From an optimization exercise on the open Yosys and OpenROAD flow, aimed at small area and a short achievable clock period; shortcuts taken in it are not production practice.
Function was checked by simulation only, so behaviour that the tests miss may differ from the original.
Power and IR drop assume default switching activity.

run 1:
Design adder100_reg, start of the top module:
module adder100_reg (
    input  wire        clk,
    input  wire [99:0] a,
    input  wire [99:0] b,
    input  wire        cin,
    output reg  [99:0] cout,
    output reg  [99:0] sum
);
    reg  [99:0] a_q;
    reg  [99:0] b_q;
    reg         cin_q;
    wire [99:0] cout_w;
    wire [99:0] sum_w;
    top_module u_add (
        .a(a_q), .b(b_q), .cin(cin_q),
        .cout(cout_w), .sum(sum_w)
    );
    always @(posedge clk) begin
        a_q   <= a;
        b_q   <= b;
        cin_q <= cin;
        cout  <= cout_w;
        sum   <= sum_w;
    end
endmodule
export LEC_CHECK = 0
export CAP_MARGIN = 20
export CORE_MARGIN = 2
export CORE_UTILIZATION = 40
export SLEW_MARGIN = 20
create_clock -name core_clock -period 40.0 [get_ports {clk}]
run.sh (not shown) runs the stock make flow with config.mk's settings and CLKGATE_MAP_FILE= SYNTH_SCRIPT=/design/flow/synth_recipe.tcl, a recipe that flattens the netlist after the stock synthesis.
## Diff of input files: run 2 against run 1
Settings: CTS_CLUSTER_DIAMETER: unset -> 60; CTS_CLUSTER_SIZE: unset -> 30.
==> flow/flow/run.sh (new file) <==
#!/bin/bash
set -euo pipefail
bash standard.sh BUFFER_PORTS_ARGS="-buffer_cell sky130_fd_sc_hd__buf_1" finish > run_standard.log 2>&1
==> flow/standard.sh (new file) <==
#!/bin/bash
# synth_recipe.tcl (not shown) runs the flow's synth.tcl, then flattens the netlist and writes it again
# the make line also repeats each setting of config.mk as NAME=value (left out here)
make -C /OpenROAD-flow-scripts/flow DESIGN_CONFIG=/design/flow/config.mk WORK_HOME=/design/flow/orfs CLKGATE_MAP_FILE= SYNTH_SCRIPT=/design/flow/synth_recipe.tcl "${@:-finish}"
removed: flow/run.sh
## What came out
Per the comparison of run 2 with run 1, worst setup slack went down 0.0035 ns, share of total power in the clock network went down, met1 usage went down 3.1 points, power in sequential cells barely changed, total via count in the routed design -about 3.7%. On number of CTS-inserted buffers: between run 2 and run 1, it ends up lower for run 2. Against run 1, run 2 comes in 16 higher on largest net degree at the start of global routing. Between run 2 and run 1, the average wire per standard cell is higher for run 1. Comparing run 2 and run 1, the higher number of gates resized after cts is on run 1. The routing usage on met3 in run 2 sits 3.5 points below the value recorded for run 1.
#### Input delta (run 3 over run 2)
Settings: removing CTS_CLUSTER_SIZE (formerly 30); removing CTS_CLUSTER_DIAMETER (formerly 60).
Relative to run 2, smallest hold slack has gone up in run 3.
[run 3] pin count of the biggest net entering global routing fell 16 relative to run 2
Sort run 2 and run 3 by final instance count without filler cells, descending, and run 3 comes first.
Run 3 — clock-pin slew reported for the worst setup and hold paths after clock tree synthesis 0.04 ns lower, run 2 as reference
Post-route cell area on run 3 is behind run 2.
Compared with run 2, run 3 shows a lower relative contribution of combinational cells to total power.
Compare run 2 and run 3 | all-layer global routing usage higher: run 3
Setup changes, run 3 to run 4
Settings: CTS_CLUSTER_DIAMETER: unset -> 90; CTS_CLUSTER_SIZE: unset -> 32.
Findings:
[compare] base=run 3 new=run 4: area of all placed cells without fillers decreased 6.3%; wire length of the first global-routing pass decreased about 4%; aggregate global-route resource usage decreased 0.73 points.
Diff run 3..run 4 | number of buffers between clock root and the deepest sink | unchanged

before:
adder100_reg, a different RTL version from the one above (not shown whole).
For scale: about 400 I/O pins, ~11000 µm² of cells after synthesis.
Settings: LEC_CHECK=0, CAP_MARGIN=20, CORE_MARGIN=2, CORE_UTILIZATION=40, CTS_CLUSTER_DIAMETER=90, CTS_CLUSTER_SIZE=32, SLEW_MARGIN=20, SYNTH_HIERARCHICAL=1; clock period 40.0 ns.
standard.sh (not shown) runs the stock make flow with config.mk's settings and CLKGATE_MAP_FILE= SYNTH_SCRIPT=/design/flow/synth_recipe.tcl, a recipe that flattens the netlist after the stock synthesis.
==> flow/flow/run.sh <==
#!/bin/bash
# The standard layout (standard.sh) with these changes:
#  - Yosys's synth runs with -noabc, so the generic gates reach extract_fa as the RTL wrote
#    them and every full adder is found in its plain polarity (no inverters around it);
#  - half-adder cells are kept out of synthesis (the platform's don't-use list plus ha_*),
#    so extract_fa maps only full adders and abc maps the rest;
#  - port buffers are buf_1 cells (the smallest buffer) instead of the default pick.
# Each tool's output is in orfs/logs/; make's own output goes to run_standard.log.
set -euo pipefail
DONT_USE="sky130_fd_sc_hd__probe_p_8 sky130_fd_sc_hd__probec_p_8 sky130_fd_sc_hd__lpflow_bleeder_1 sky130_fd_sc_hd__lpflow_clkbufkapwr_1 sky130_fd_sc_hd__lpflow_clkbufkapwr_16 sky130_fd_sc_hd__lpflow_clkbufkapwr_2 sky130_fd_sc_hd__lpflow_clkbufkapwr_4 sky130_fd_sc_hd__lpflow_clkbufkapwr_8 sky130_fd_sc_hd__lpflow_clkinvkapwr_1 sky130_fd_sc_hd__lpflow_clkinvkapwr_16 sky130_fd_sc_hd__lpflow_clkinvkapwr_2 sky130_fd_sc_hd__lpflow_clkinvkapwr_4 sky130_fd_sc_hd__lpflow_clkinvkapwr_8 sky130_fd_sc_hd__lpflow_decapkapwr_12 sky130_fd_sc_hd__lpflow_decapkapwr_3 sky130_fd_sc_hd__lpflow_decapkapwr_4 sky130_fd_sc_hd__lpflow_decapkapwr_6 sky130_fd_sc_hd__lpflow_decapkapwr_8 sky130_fd_sc_hd__lpflow_inputiso0n_1 sky130_fd_sc_hd__lpflow_inputiso0p_1 sky130_fd_sc_hd__lpflow_inputiso1n_1 sky130_fd_sc_hd__lpflow_inputiso1p_1 sky130_fd_sc_hd__lpflow_inputisolatch_1 sky130_fd_sc_hd__lpflow_isobufsrc_1 sky130_fd_sc_hd__lpflow_isobufsrc_16 sky130_fd_sc_hd__lpflow_isobufsrc_2 sky130_fd_sc_hd__lpflow_isobufsrc_4 sky130_fd_sc_hd__lpflow_isobufsrc_8 sky130_fd_sc_hd__lpflow_isobufsrckapwr_16 sky130_fd_sc_hd__lpflow_lsbuf_lh_hl_isowell_tap_1 sky130_fd_sc_hd__lpflow_lsbuf_lh_hl_isowell_tap_2 sky130_fd_sc_hd__lpflow_lsbuf_lh_hl_isowell_tap_4 sky130_fd_sc_hd__lpflow_lsbuf_lh_isowell_4 sky130_fd_sc_hd__lpflow_lsbuf_lh_isowell_tap_1 sky130_fd_sc_hd__lpflow_lsbuf_lh_isowell_tap_2 sky130_fd_sc_hd__lpflow_lsbuf_lh_isowell_tap_4 sky130_fd_sc_hd__ha_1 sky130_fd_sc_hd__ha_2 sky130_fd_sc_hd__ha_4"
bash standard.sh SYNTH_ARGS=-noabc DONT_USE_CELLS="$DONT_USE" BUFFER_PORTS_ARGS="-buffer_cell sky130_fd_sc_hd__buf_1" finish > run_standard.log 2>&1
Edits applied to the flow inputs when going from before to after:
- CORE_UTILIZATION: 40 -> 55
[summary]
Vertical die dimension was higher in the run labelled before.
Changes observed in after relative to before: shortest clock period the worst path allows after layout now sits lower; number of nets still failing antenna checks after routing now sits at about the same level; final-layout worst hold slack now sits at about the same level.
after reached the final stage; the timing, DRC and antenna checks on its layout passed.

[static timing again, ports no longer ideal]
No port has a modelled driver above. Below, the same layouts with a new extraction and two added sets of constraints.
Step 1 (the two cells are an assumption about what drives the block):
set clk [get_ports {clk}]
set_driving_cell -lib_cell sky130_fd_sc_hd__clkbuf_16 $clk
set_driving_cell -lib_cell sky130_fd_sc_hd__buf_2 [delete_from_list [all_inputs] $clk]
Step 2 adds t to the input delays and takes it off the output delays; t is the mean of the earliest and latest rising clock arrival at the registers after step 1. Input paths then give back, and output paths get back, about the clock's delay inside the block.
a / b / c = ideal / step 1 / step 2; a / b = the first two.
run	t, ns	setup slack, ns	worst slew at a driven data input, ns
run 1	0.555	1.147 / 1.147 / 1.147	0.10
run 2	0.593	1.143 / 1.143 / 1.143	0.07
run 3	0.544	1.114 / 1.114 / 1.114	0.08
run 4	0.549	1.175 / 1.175 / 1.175	0.07
before	0.556	30.938 / 30.889 / 30.982	0.07
after	0.537	30.953 / 30.908 / 31.079	0.08
After both steps setup and hold are still met in every run listed.
